Source: an optimization exercise on an open RTL-to-GDS flow (aim: small area). Production flows keep margins and buffers that such runs may drop.
Only simulation tests tie the RTL to the original design; equivalence was not proved.
The flow treats the clock pin as an ideal source, which a real chip does not have.

==> flow/design.v <==
`timescale 1ns / 1ps
module clockdiv(
	input wire clk,
	input wire rst,
	output wire dclk,
	output wire segclk
	);
reg [1:0] phase;
localparam [17:0] INV = 18'h15555;
reg [17:0] st;
wire [17:0] sr = st ^ INV;
wire [17:0] sr_next = rst ? 18'd0 : {sr[16:0], sr[17] ^ sr[10] ^ (sr[16:0] == 17'd0)};
always @(posedge clk)
begin
	if (rst)
		phase <= 2'd0;
	else
		phase <= phase + 2'd1;
	st <= sr_next ^ INV;
end
assign segclk = (sr == 18'h02010);
assign dclk = (phase == 2'b01);
endmodule
`timescale 1ns / 1ps
module segdisplay(
	input wire clk,
	input wire rst,
	input wire segclk,
	output reg [6:0] seg,
	output reg [3:0] an
	);
always @(posedge clk)
begin
	if (rst)
		an <= 4'b1111;
	else if (segclk)
		an <= {an[0] & ~(an[3] & an[2] & an[1]), an[3:1]};
end
always @(*)
begin
	case (an)
		4'b0111: seg = 7'b1001000;  
		4'b1011: seg = 7'b0110000;  
		4'b1101: seg = 7'b1001100;  
		4'b1110: seg = 7'b0001010;  
		default: seg = 7'b1111111;
	endcase
end
endmodule
`timescale 1ns / 1ps
module debounce(
	input wire clk,
	input wire rst,
	input wire dclk,
	input wire btn,
	output wire fire
	);
localparam [10:0] SEED = 11'h001;   
localparam [10:0] TGT  = 11'h002;
localparam [10:0] CHK  = 11'h37b;   
localparam [10:0] INV = 11'h555;
reg [10:0] st;
wire [10:0] lfsr = st ^ INV;
assign fire = dclk & ((lfsr & CHK) == (TGT & CHK));
reg [10:0] nxt;
always @(*)
begin
	if (rst)
		nxt = 11'd0;
	else if (dclk & btn)
		nxt = SEED;
	else if (fire)
		nxt = 11'd0;
	else
		nxt = {lfsr[9:0], lfsr[10] ^ lfsr[8]};
end
always @(posedge clk)
	st <= nxt ^ INV;
endmodule
module vga640x480(
	input wire clk,			 
	input wire rst,			 
	input wire dclk,		 
	input wire btns,
	input wire btnu,
	input wire btnd,
	input wire btnl,
	input wire btnr,
	output wire hsync,		 
	output wire vsync,		 
	output wire [2:0] red,	 
	output wire [2:0] green,  
	output wire [1:0] blue	 
	);
reg [3:0] konami;
reg [2:0] winner;         
reg [1:0] currentPlayer;  
reg [3:0] cursor;
reg [31:0] board;         
wire [1:0] b0  = board[1:0];
wire [1:0] b1  = board[3:2];
wire [1:0] b2  = board[5:4];
wire [1:0] b3  = board[7:6];
wire [1:0] b4  = board[9:8];
wire [1:0] b5  = board[11:10];
wire [1:0] b6  = board[13:12];
wire [1:0] b7  = board[15:14];
wire [1:0] b8  = board[17:16];
wire [1:0] b9  = board[19:18];
wire [1:0] b10 = board[21:20];
wire [1:0] b11 = board[23:22];
wire [1:0] b12 = board[25:24];
wire [1:0] b13 = board[27:26];
wire [1:0] b14 = board[29:28];
wire [1:0] b15 = board[31:30];
wire r0 = b0  != 0 & b0  == b1  & b1  == b2  & b2  == b3;
wire r1 = b4  != 0 & b4  == b5  & b5  == b6  & b6  == b7;
wire r2 = b8  != 0 & b8  == b9  & b9  == b10 & b10 == b11;
wire r3 = b12 != 0 & b12 == b13 & b13 == b14 & b14 == b15;
wire c0 = b0 != 0 & b0 == b4 & b4 == b8  & b8  == b12;
wire c1 = b1 != 0 & b1 == b5 & b5 == b9  & b9  == b13;
wire c2 = b2 != 0 & b2 == b6 & b6 == b10 & b10 == b14;
wire c3 = b3 != 0 & b3 == b7 & b7 == b11 & b11 == b15;
wire d0 = b0 != 0 & b0 == b5 & b5 == b10 & b10 == b15;
wire d1 = b3 != 0 & b3 == b6 & b6 == b9  & b9  == b11;
wire line = r0 | r1 | r2 | r3 | c0 | c1 | c2 | c3 | d0 | d1;
wire full = b0 != 0 & b1 != 0 & b2 != 0 & b3 != 0 & b4 != 0 & b5 != 0 & b6 != 0 & b7 != 0
          & b8 != 0 & b9 != 0 & b10 != 0 & b11 != 0 & b12 != 0 & b13 != 0 & b14 != 0 & b15 != 0;
wire [1:0] nextPlayer = {~(currentPlayer[1] & currentPlayer[0]), currentPlayer[1]};
wire fs, fu, fd, fl, fr;
debounce DS(.clk(clk), .rst(rst), .dclk(dclk), .btn(btns), .fire(fs));
debounce DU(.clk(clk), .rst(rst), .dclk(dclk), .btn(btnu), .fire(fu));
debounce DD(.clk(clk), .rst(rst), .dclk(dclk), .btn(btnd), .fire(fd));
debounce DL(.clk(clk), .rst(rst), .dclk(dclk), .btn(btnl), .fire(fl));
debounce DR(.clk(clk), .rst(rst), .dclk(dclk), .btn(btnr), .fire(fr));
integer i;
always @(posedge clk) begin
	if (rst) begin
		konami <= 0;
		winner <= 0;
		currentPlayer <= 1;
		cursor <= 0;
		board <= 0;
	end
	else begin
		if (fs) begin
			if (winner != 0) begin
				konami <= 0;
				winner <= 0;
				currentPlayer <= 1;
				cursor <= 0;
				board <= 0;
			end
			else begin
				currentPlayer <= nextPlayer;
				if (konami[3])   
					winner <= {1'b0, currentPlayer};
				else begin
					for (i = 0; i < 16; i = i + 1)
						if (cursor == i && board[2*i +: 2] == 2'd0)
							board[2*i +: 2] <= currentPlayer;
					if (line)
						winner <= {1'b0, currentPlayer};
					else if (full)
						winner <= 3'd4;
				end
			end
		end
		if (fu) begin
			if (cursor[3:2] != 2'd0) begin
				cursor[3:2] <= cursor[3:2] - 2'd1;
				cursor[1:0] <= cursor[1:0];
			end
			konami <= (konami[3:1] == 3'd0) ? konami + 4'd1 : 4'd0;
		end
		if (fd) begin
			if (cursor[3:2] != 2'd3) begin
				cursor[3:2] <= cursor[3:2] + 2'd1;
				cursor[1:0] <= cursor[1:0];
			end
			konami <= (konami[3:1] == 3'd1) ? konami + 4'd1 : 4'd0;
		end
		if (fl) begin
			if (cursor[1:0] != 2'd0) begin
				cursor[1:0] <= cursor[1:0] - 2'd1;
				cursor[3:2] <= cursor[3:2];
			end
			konami <= (konami[2] & ~konami[0]) ? konami + 4'd1 : 4'd0;
		end
		if (fr) begin
			if (cursor[1:0] != 2'd3) begin
				cursor[1:0] <= cursor[1:0] + 2'd1;
				cursor[3:2] <= cursor[3:2];
			end
			konami <= (konami[2] & konami[0]) ? konami + 4'd1 : 4'd0;
		end
	end
end
reg [2:0] hcol;
reg [2:0] hsub;
reg [4:0] hlo;
reg [2:0] vrow;
reg [6:0] vpos;
wire hloEnd = &hlo;
wire hEnd = hsub[2] & hloEnd;                       
wire lineEnd = hcol[2] & (hsub == 3'd0) & (hlo == 5'd15);   
wire vEnd = vrow[2] ? (vpos[5] & vpos[3]) : (vpos[6] & vpos[5] & vpos[4] & vpos[2] & vpos[1] & vpos[0]);
wire hStep = dclk;
wire hWrap = dclk & hEnd;
wire vStep = dclk & lineEnd;
wire vWrap = vStep & vEnd;
always @(posedge clk)
begin
	if (rst) begin
		hcol <= 3'd4;
		hsub <= 3'd0;
		hlo <= 5'd16;
		vrow <= 3'd4;
		vpos <= 7'd10;
	end
	else begin
		hlo <= hlo + {4'd0, hStep};
		hsub <= (hWrap) ? 3'd0 : hsub + {2'd0, hStep & hloEnd};
		hcol <= (hWrap & hcol[2]) ? 3'd0 : hcol + {2'd0, hWrap};
		vpos <= vWrap ? 7'd0 : vpos + {6'd0, vStep};
		vrow <= (vWrap & vrow[2]) ? 3'd0 : vrow + {2'd0, vWrap};
	end
end
assign hsync = ~(hcol[2] & ((hsub == 3'd0 & hlo[4]) | hsub == 3'd1 | hsub == 3'd2 | (hsub == 3'd3 & ~hlo[4])));
assign vsync = ~(vrow[2] & (vpos[5:1] == 5'd5));   
wire grid = (hcol[1:0] != 2'd0 & hsub == 3'd0 & hlo < 5'd5) | (vrow[1:0] != 2'd0 & vpos < 7'd5);
wire lit = ~hcol[2] & ~vrow[2] & ~grid;
wire curHit = hcol[1:0] == cursor[1:0] & vrow[1:0] == cursor[3:2]
            & hsub == 3'd2 & hlo >= 5'd11 & hlo < 5'd21     
            & vpos >= 7'd55 & vpos < 7'd65;
wire [1:0] cellv = board[{vrow[1:0], hcol[1:0], 1'b0} +: 2];
reg R, G, B;
always @(*)
begin
	if (winner != 0) begin
		R = winner[1] & ~winner[0];
		G = winner[1] & winner[0];
		B = ~winner[1] & winner[0];
	end
	else if (curHit) begin
		R = 1'b1;
		G = 1'b1;
		B = 1'b1;
	end
	else begin
		R = cellv == 2'd1;
		G = cellv == 2'd2;
		B = cellv == 2'd3;
	end
end
assign red   = {R & lit, R & lit, lit};
assign green = {G & lit, G & lit, lit};
assign blue  = {B & lit, lit};
endmodule
`timescale 1ns / 1ps
module NERP_demo_top(
	input wire clk,			 
	input wire rst,			 
	input wire btns,
	input wire btnu,
	input wire btnd,
	input wire btnl,
	input wire btnr,
	output wire [6:0] seg,	 
	output wire [3:0] an,	 
	output wire dp,			 
	output wire [2:0] red,	 
	output wire [2:0] green, 
	output wire [1:0] blue,	 
	output wire hsync,		 
	output wire vsync			 
	);
wire segclk;
wire dclk;
assign dp = 1;
clockdiv U1(
	.clk(clk),
	.rst(rst),
	.segclk(segclk),
	.dclk(dclk)
	);
segdisplay U2(
	.clk(clk),
	.rst(rst),
	.segclk(segclk),
	.seg(seg),
	.an(an)
	);
vga640x480 U3(
	.clk(clk),
	.rst(rst),
	.dclk(dclk),
	.btns(btns),
	.btnu(btnu),
	.btnd(btnd),
	.btnl(btnl),
	.btnr(btnr),
	.hsync(hsync),
	.vsync(vsync),
	.red(red),
	.green(green),
	.blue(blue)
	);
endmodule
export LEC_CHECK = 0
export CAP_MARGIN = 20
export CORE_MARGIN = 2
export CORE_UTILIZATION = 65
export SLEW_MARGIN = 20
create_clock -name core_clock -period 10.0 [get_ports {clk}]
standard.sh (not shown) runs the stock make flow with config.mk's settings and CLKGATE_MAP_FILE= SYNTH_SCRIPT=/design/flow/synth_recipe.tcl, a recipe that flattens the netlist after the stock synthesis.
==> flow/flow/run.sh <==
#!/bin/bash
# The standard layout (standard.sh), with these changes:
# - synthesis: synth_recipe.tcl unchanged, but its final ABC mapping is
#   replaced by the smallest of several area-oriented ABC runs
#   (flow/abc_pick.tcl, flow/area_s*.abc); if that fails, the flow runs
#   again with the standard flow's synthesis unchanged;
# - clock tree: TritonCTS with clkbuf_4 and no dummy loads; clock buffers
#   whose sinks would see too slow a clock edge become clkbuf_8
#   (flow/cts_post.tcl);
# - port buffers: buf_1.
# Each tool's output goes to standard.log here and to ORFS's own logs
# under orfs/logs.
set -euo pipefail
HERE=$(pwd)
printf 'source %s\nsource %s\n' "$HERE/flow/abc_pick.tcl" "$HERE/synth_recipe.tcl" > "$HERE/synth_area.tcl"
export ABC_SCRIPTS="$(ls "$HERE"/flow/area_s*.abc | tr '\n' ' ')"
STD_ARGS=(
  "CTS_ARGS=-sink_clustering_enable -repair_clock_nets -dont_use_dummy_load -buf_list sky130_fd_sc_hd__clkbuf_4"
  "POST_CTS_TCL=$HERE/flow/cts_post.tcl"
  "BUFFER_PORTS_ARGS=-buffer_cell sky130_fd_sc_hd__buf_1"
)
if ! bash standard.sh "SYNTH_SCRIPT=$HERE/synth_area.tcl" "${STD_ARGS[@]}" finish > standard.log 2>&1; then
  # fall back to the standard flow's own synthesis script if the area synthesis failed
  mv standard.log standard_failed.log
  rm -rf "$HERE/orfs" "$HERE/out/final.def"
  bash standard.sh "${STD_ARGS[@]}" finish > standard.log 2>&1
fi
==> flow/flow/area_s0.abc <==
strash
&get -n
&deepsyn -T 15 -S 0
&dch -f
&nf -R 1000 -F 8 -A 4 -p
&put
mfs3 -a
topo
stime -c
==> flow/flow/area_s1.abc <==
strash
&get -n
&deepsyn -T 15 -S 1
&dch -f
&nf -R 1000 -F 8 -A 4 -p
&put
mfs3 -a
topo
stime -c
==> flow/flow/area_s10.abc <==
strash
&get -n
&deepsyn -T 15 -S 10
&dch -f
&nf -R 1000 -F 8 -A 4 -p
&put
mfs3 -a
topo
stime -c
==> flow/flow/area_s11.abc <==
strash
&get -n
&deepsyn -T 15 -S 11
&dch -f
&nf -R 1000 -F 8 -A 4 -p
&put
mfs3 -a
topo
stime -c
==> flow/flow/area_s14.abc <==
strash
&get -n
&deepsyn -T 15 -S 14
&dch -f
&nf -R 1000 -F 8 -A 4 -p
&put
mfs3 -a
topo
stime -c
==> flow/flow/area_s17.abc <==
strash
&get -n
&deepsyn -T 15 -S 17
&dch -f
&nf -R 1000 -F 8 -A 4 -p
&put
mfs3 -a
topo
stime -c
==> flow/flow/area_s18.abc <==
strash
&get -n
&deepsyn -T 15 -S 18
&dch -f
&nf -R 1000 -F 8 -A 4 -p
&put
mfs3 -a
topo
stime -c
==> flow/flow/area_s2.abc <==
strash
&get -n
&deepsyn -T 15 -S 2
&dch -f
&nf -R 1000 -F 8 -A 4 -p
&put
mfs3 -a
topo
stime -c
==> flow/flow/area_s20.abc <==
strash
&get -n
&deepsyn -T 15 -S 20
&dch -f
&nf -R 1000 -F 8 -A 4 -p
&put
mfs3 -a
topo
stime -c
==> flow/flow/area_s21.abc <==
strash
&get -n
&deepsyn -T 15 -S 21
&dch -f
&nf -R 1000 -F 8 -A 4 -p
&put
mfs3 -a
topo
stime -c
==> flow/flow/area_s22.abc <==
strash
&get -n
&deepsyn -T 15 -S 22
&dch -f
&nf -R 1000 -F 8 -A 4 -p
&put
mfs3 -a
topo
stime -c
==> flow/flow/area_s23.abc <==
strash
&get -n
&deepsyn -T 15 -S 23
&dch -f
&nf -R 1000 -F 8 -A 4 -p
&put
mfs3 -a
topo
stime -c
==> flow/flow/area_s24.abc <==
strash
&get -n
&deepsyn -T 15 -S 24
&dch -f
&nf -R 1000 -F 8 -A 4 -p
&put
mfs3 -a
topo
stime -c
==> flow/flow/area_s25.abc <==
strash
&get -n
&deepsyn -T 15 -S 25
&dch -f
&nf -R 1000 -F 8 -A 4 -p
&put
mfs3 -a
topo
stime -c
==> flow/flow/area_s26.abc <==
strash
&get -n
&deepsyn -T 15 -S 26
&dch -f
&nf -R 1000 -F 8 -A 4 -p
&put
mfs3 -a
topo
stime -c
==> flow/flow/area_s27.abc <==
strash
&get -n
&deepsyn -T 15 -S 27
&dch -f
&nf -R 1000 -F 8 -A 4 -p
&put
mfs3 -a
topo
stime -c
==> flow/flow/area_s28.abc <==
strash
&get -n
&deepsyn -T 15 -S 28
&dch -f
&nf -R 1000 -F 8 -A 4 -p
&put
mfs3 -a
topo
stime -c
==> flow/flow/area_s29.abc <==
strash
&get -n
&deepsyn -T 15 -S 29
&dch -f
&nf -R 1000 -F 8 -A 4 -p
&put
mfs3 -a
topo
stime -c
==> flow/flow/area_s3.abc <==
strash
&get -n
&deepsyn -T 15 -S 3
&dch -f
&nf -R 1000 -F 8 -A 4 -p
&put
mfs3 -a
topo
stime -c
==> flow/flow/area_s30.abc <==
strash
&get -n
&deepsyn -T 15 -S 30
&dch -f
&nf -R 1000 -F 8 -A 4 -p
&put
mfs3 -a
topo
stime -c
==> flow/flow/area_s31.abc <==
strash
&get -n
&deepsyn -T 15 -S 31
&dch -f
&nf -R 1000 -F 8 -A 4 -p
&put
mfs3 -a
topo
stime -c
==> flow/flow/area_s5.abc <==
strash
&get -n
&deepsyn -T 15 -S 5
&dch -f
&nf -R 1000 -F 8 -A 4 -p
&put
mfs3 -a
topo
stime -c
==> flow/flow/area_s7.abc <==
strash
&get -n
&deepsyn -T 15 -S 7
&dch -f
&nf -R 1000 -F 8 -A 4 -p
&put
mfs3 -a
topo
stime -c
==> flow/flow/area_s9.abc <==
strash
&get -n
&deepsyn -T 15 -S 9
&dch -f
&nf -R 1000 -F 8 -A 4 -p
&put
mfs3 -a
topo
stime -c
Other scripts of this flow, unchanged in this note and not shown: flow/flow/abc_pick.tcl, flow/flow/cts_post.tcl
The baseline completed without violations.
Rerun with:
==> flow/flow/run.sh (replaced) <==
#!/bin/bash
# The standard layout (standard.sh), with these changes:
# - synthesis: synth_recipe.tcl unchanged, but its final ABC mapping is
#   replaced by the smallest of several area-oriented ABC runs
#   (flow/abc_pick.tcl, flow/area_s*.abc);
# - clock tree: TritonCTS with clkbuf_4 and no dummy loads; clock buffers
#   whose sinks would see too slow a clock edge become clkbuf_8
#   (flow/cts_post.tcl);
# - port buffers: buf_1.
# Each tool's output goes to standard.log here and to ORFS's own logs
# under orfs/logs.
set -euo pipefail
HERE=$(pwd)
printf 'source %s\nsource %s\n' "$HERE/flow/abc_pick.tcl" "$HERE/synth_recipe.tcl" > "$HERE/synth_area.tcl"
export ABC_SCRIPTS="$(ls "$HERE"/flow/area_s*.abc | tr '\n' ' ')"
bash standard.sh \
  "SYNTH_SCRIPT=$HERE/synth_area.tcl" \
  "CTS_ARGS=-sink_clustering_enable -repair_clock_nets -dont_use_dummy_load -buf_list sky130_fd_sc_hd__clkbuf_4" \
  "POST_CTS_TCL=$HERE/flow/cts_post.tcl" \
  "BUFFER_PORTS_ARGS=-buffer_cell sky130_fd_sc_hd__buf_1" \
  finish > standard.log 2>&1
==> flow/flow/area_s0.abc (replaced) <==
strash
&get -n
&deepsyn -T 15 -S 0
&dch -f
&nf -R 1000 -F 8 -A 4 -p
&put
topo
stime -c
==> flow/flow/area_s1.abc (replaced) <==
strash
&get -n
&deepsyn -T 15 -S 1
&dch -f
&nf -R 1000 -F 8 -A 4 -p
&put
topo
stime -c
==> flow/flow/area_s10.abc (replaced) <==
strash
&get -n
&deepsyn -T 15 -S 10
&dch -f
&nf -R 1000 -F 8 -A 4 -p
&put
topo
stime -c
==> flow/flow/area_s11.abc (replaced) <==
strash
&get -n
&deepsyn -T 15 -S 11
&dch -f
&nf -R 1000 -F 8 -A 4 -p
&put
topo
stime -c
==> flow/flow/area_s14.abc (replaced) <==
strash
&get -n
&deepsyn -T 15 -S 14
&dch -f
&nf -R 1000 -F 8 -A 4 -p
&put
topo
stime -c
==> flow/flow/area_s17.abc (replaced) <==
strash
&get -n
&deepsyn -T 15 -S 17
&dch -f
&nf -R 1000 -F 8 -A 4 -p
&put
topo
stime -c
==> flow/flow/area_s18.abc (replaced) <==
strash
&get -n
&deepsyn -T 15 -S 18
&dch -f
&nf -R 1000 -F 8 -A 4 -p
&put
topo
stime -c
==> flow/flow/area_s2.abc (replaced) <==
strash
&get -n
&deepsyn -T 15 -S 2
&dch -f
&nf -R 1000 -F 8 -A 4 -p
&put
topo
stime -c
==> flow/flow/area_s3.abc (replaced) <==
strash
&get -n
&deepsyn -T 15 -S 3
&dch -f
&nf -R 1000 -F 8 -A 4 -p
&put
topo
stime -c
==> flow/flow/area_s5.abc (replaced) <==
strash
&get -n
&deepsyn -T 15 -S 5
&dch -f
&nf -R 1000 -F 8 -A 4 -p
&put
topo
stime -c
==> flow/flow/area_s7.abc (replaced) <==
strash
&get -n
&deepsyn -T 15 -S 7
&dch -f
&nf -R 1000 -F 8 -A 4 -p
&put
topo
stime -c
==> flow/flow/area_s9.abc (replaced) <==
strash
&get -n
&deepsyn -T 15 -S 9
&dch -f
&nf -R 1000 -F 8 -A 4 -p
&put
topo
stime -c
removed: flow/flow/area_s20.abc
removed: flow/flow/area_s21.abc
removed: flow/flow/area_s22.abc
removed: flow/flow/area_s23.abc
removed: flow/flow/area_s24.abc
removed: flow/flow/area_s25.abc
removed: flow/flow/area_s26.abc
removed: flow/flow/area_s27.abc
removed: flow/flow/area_s28.abc
removed: flow/flow/area_s29.abc
removed: flow/flow/area_s30.abc
removed: flow/flow/area_s31.abc
Result:
- global-route usage climbs by 0.73 points
- synthesized cell count drops by 8.2%
- core utilization went up by 2.6 points
- routed wire length is lower by 5.7%
- count of clock-buffer cells in the layout is unchanged

## afterwards: timing with drivers on the ports
No port has a modelled driver above. Below, the same layouts with a new extraction and two added sets of constraints.
Step 1 (the two cells are an assumption about what drives the block):
set clk [get_ports {clk}]
set_driving_cell -lib_cell sky130_fd_sc_hd__clkbuf_16 $clk
set_driving_cell -lib_cell sky130_fd_sc_hd__buf_2 [delete_from_list [all_inputs] $clk]
Step 2, shift: input delay + t, output delay - t, t = (earliest + latest rising clock arrival at the registers) / 2. This alone moves slack from input paths to output paths.
a / b / c = ideal / step 1 / step 2; a / b = the first two.
run | t (ns) | slack for setup (ns) | worst setup path after step 2 | pins driven straight from the clock port
the first run | 0.560 | 5.215 / 5.182 / 5.739 | input to register | 1
the second run | 0.524 | 5.093 / 5.062 / 5.586 | register to output | 1
After both steps setup and hold are still met in every run listed.
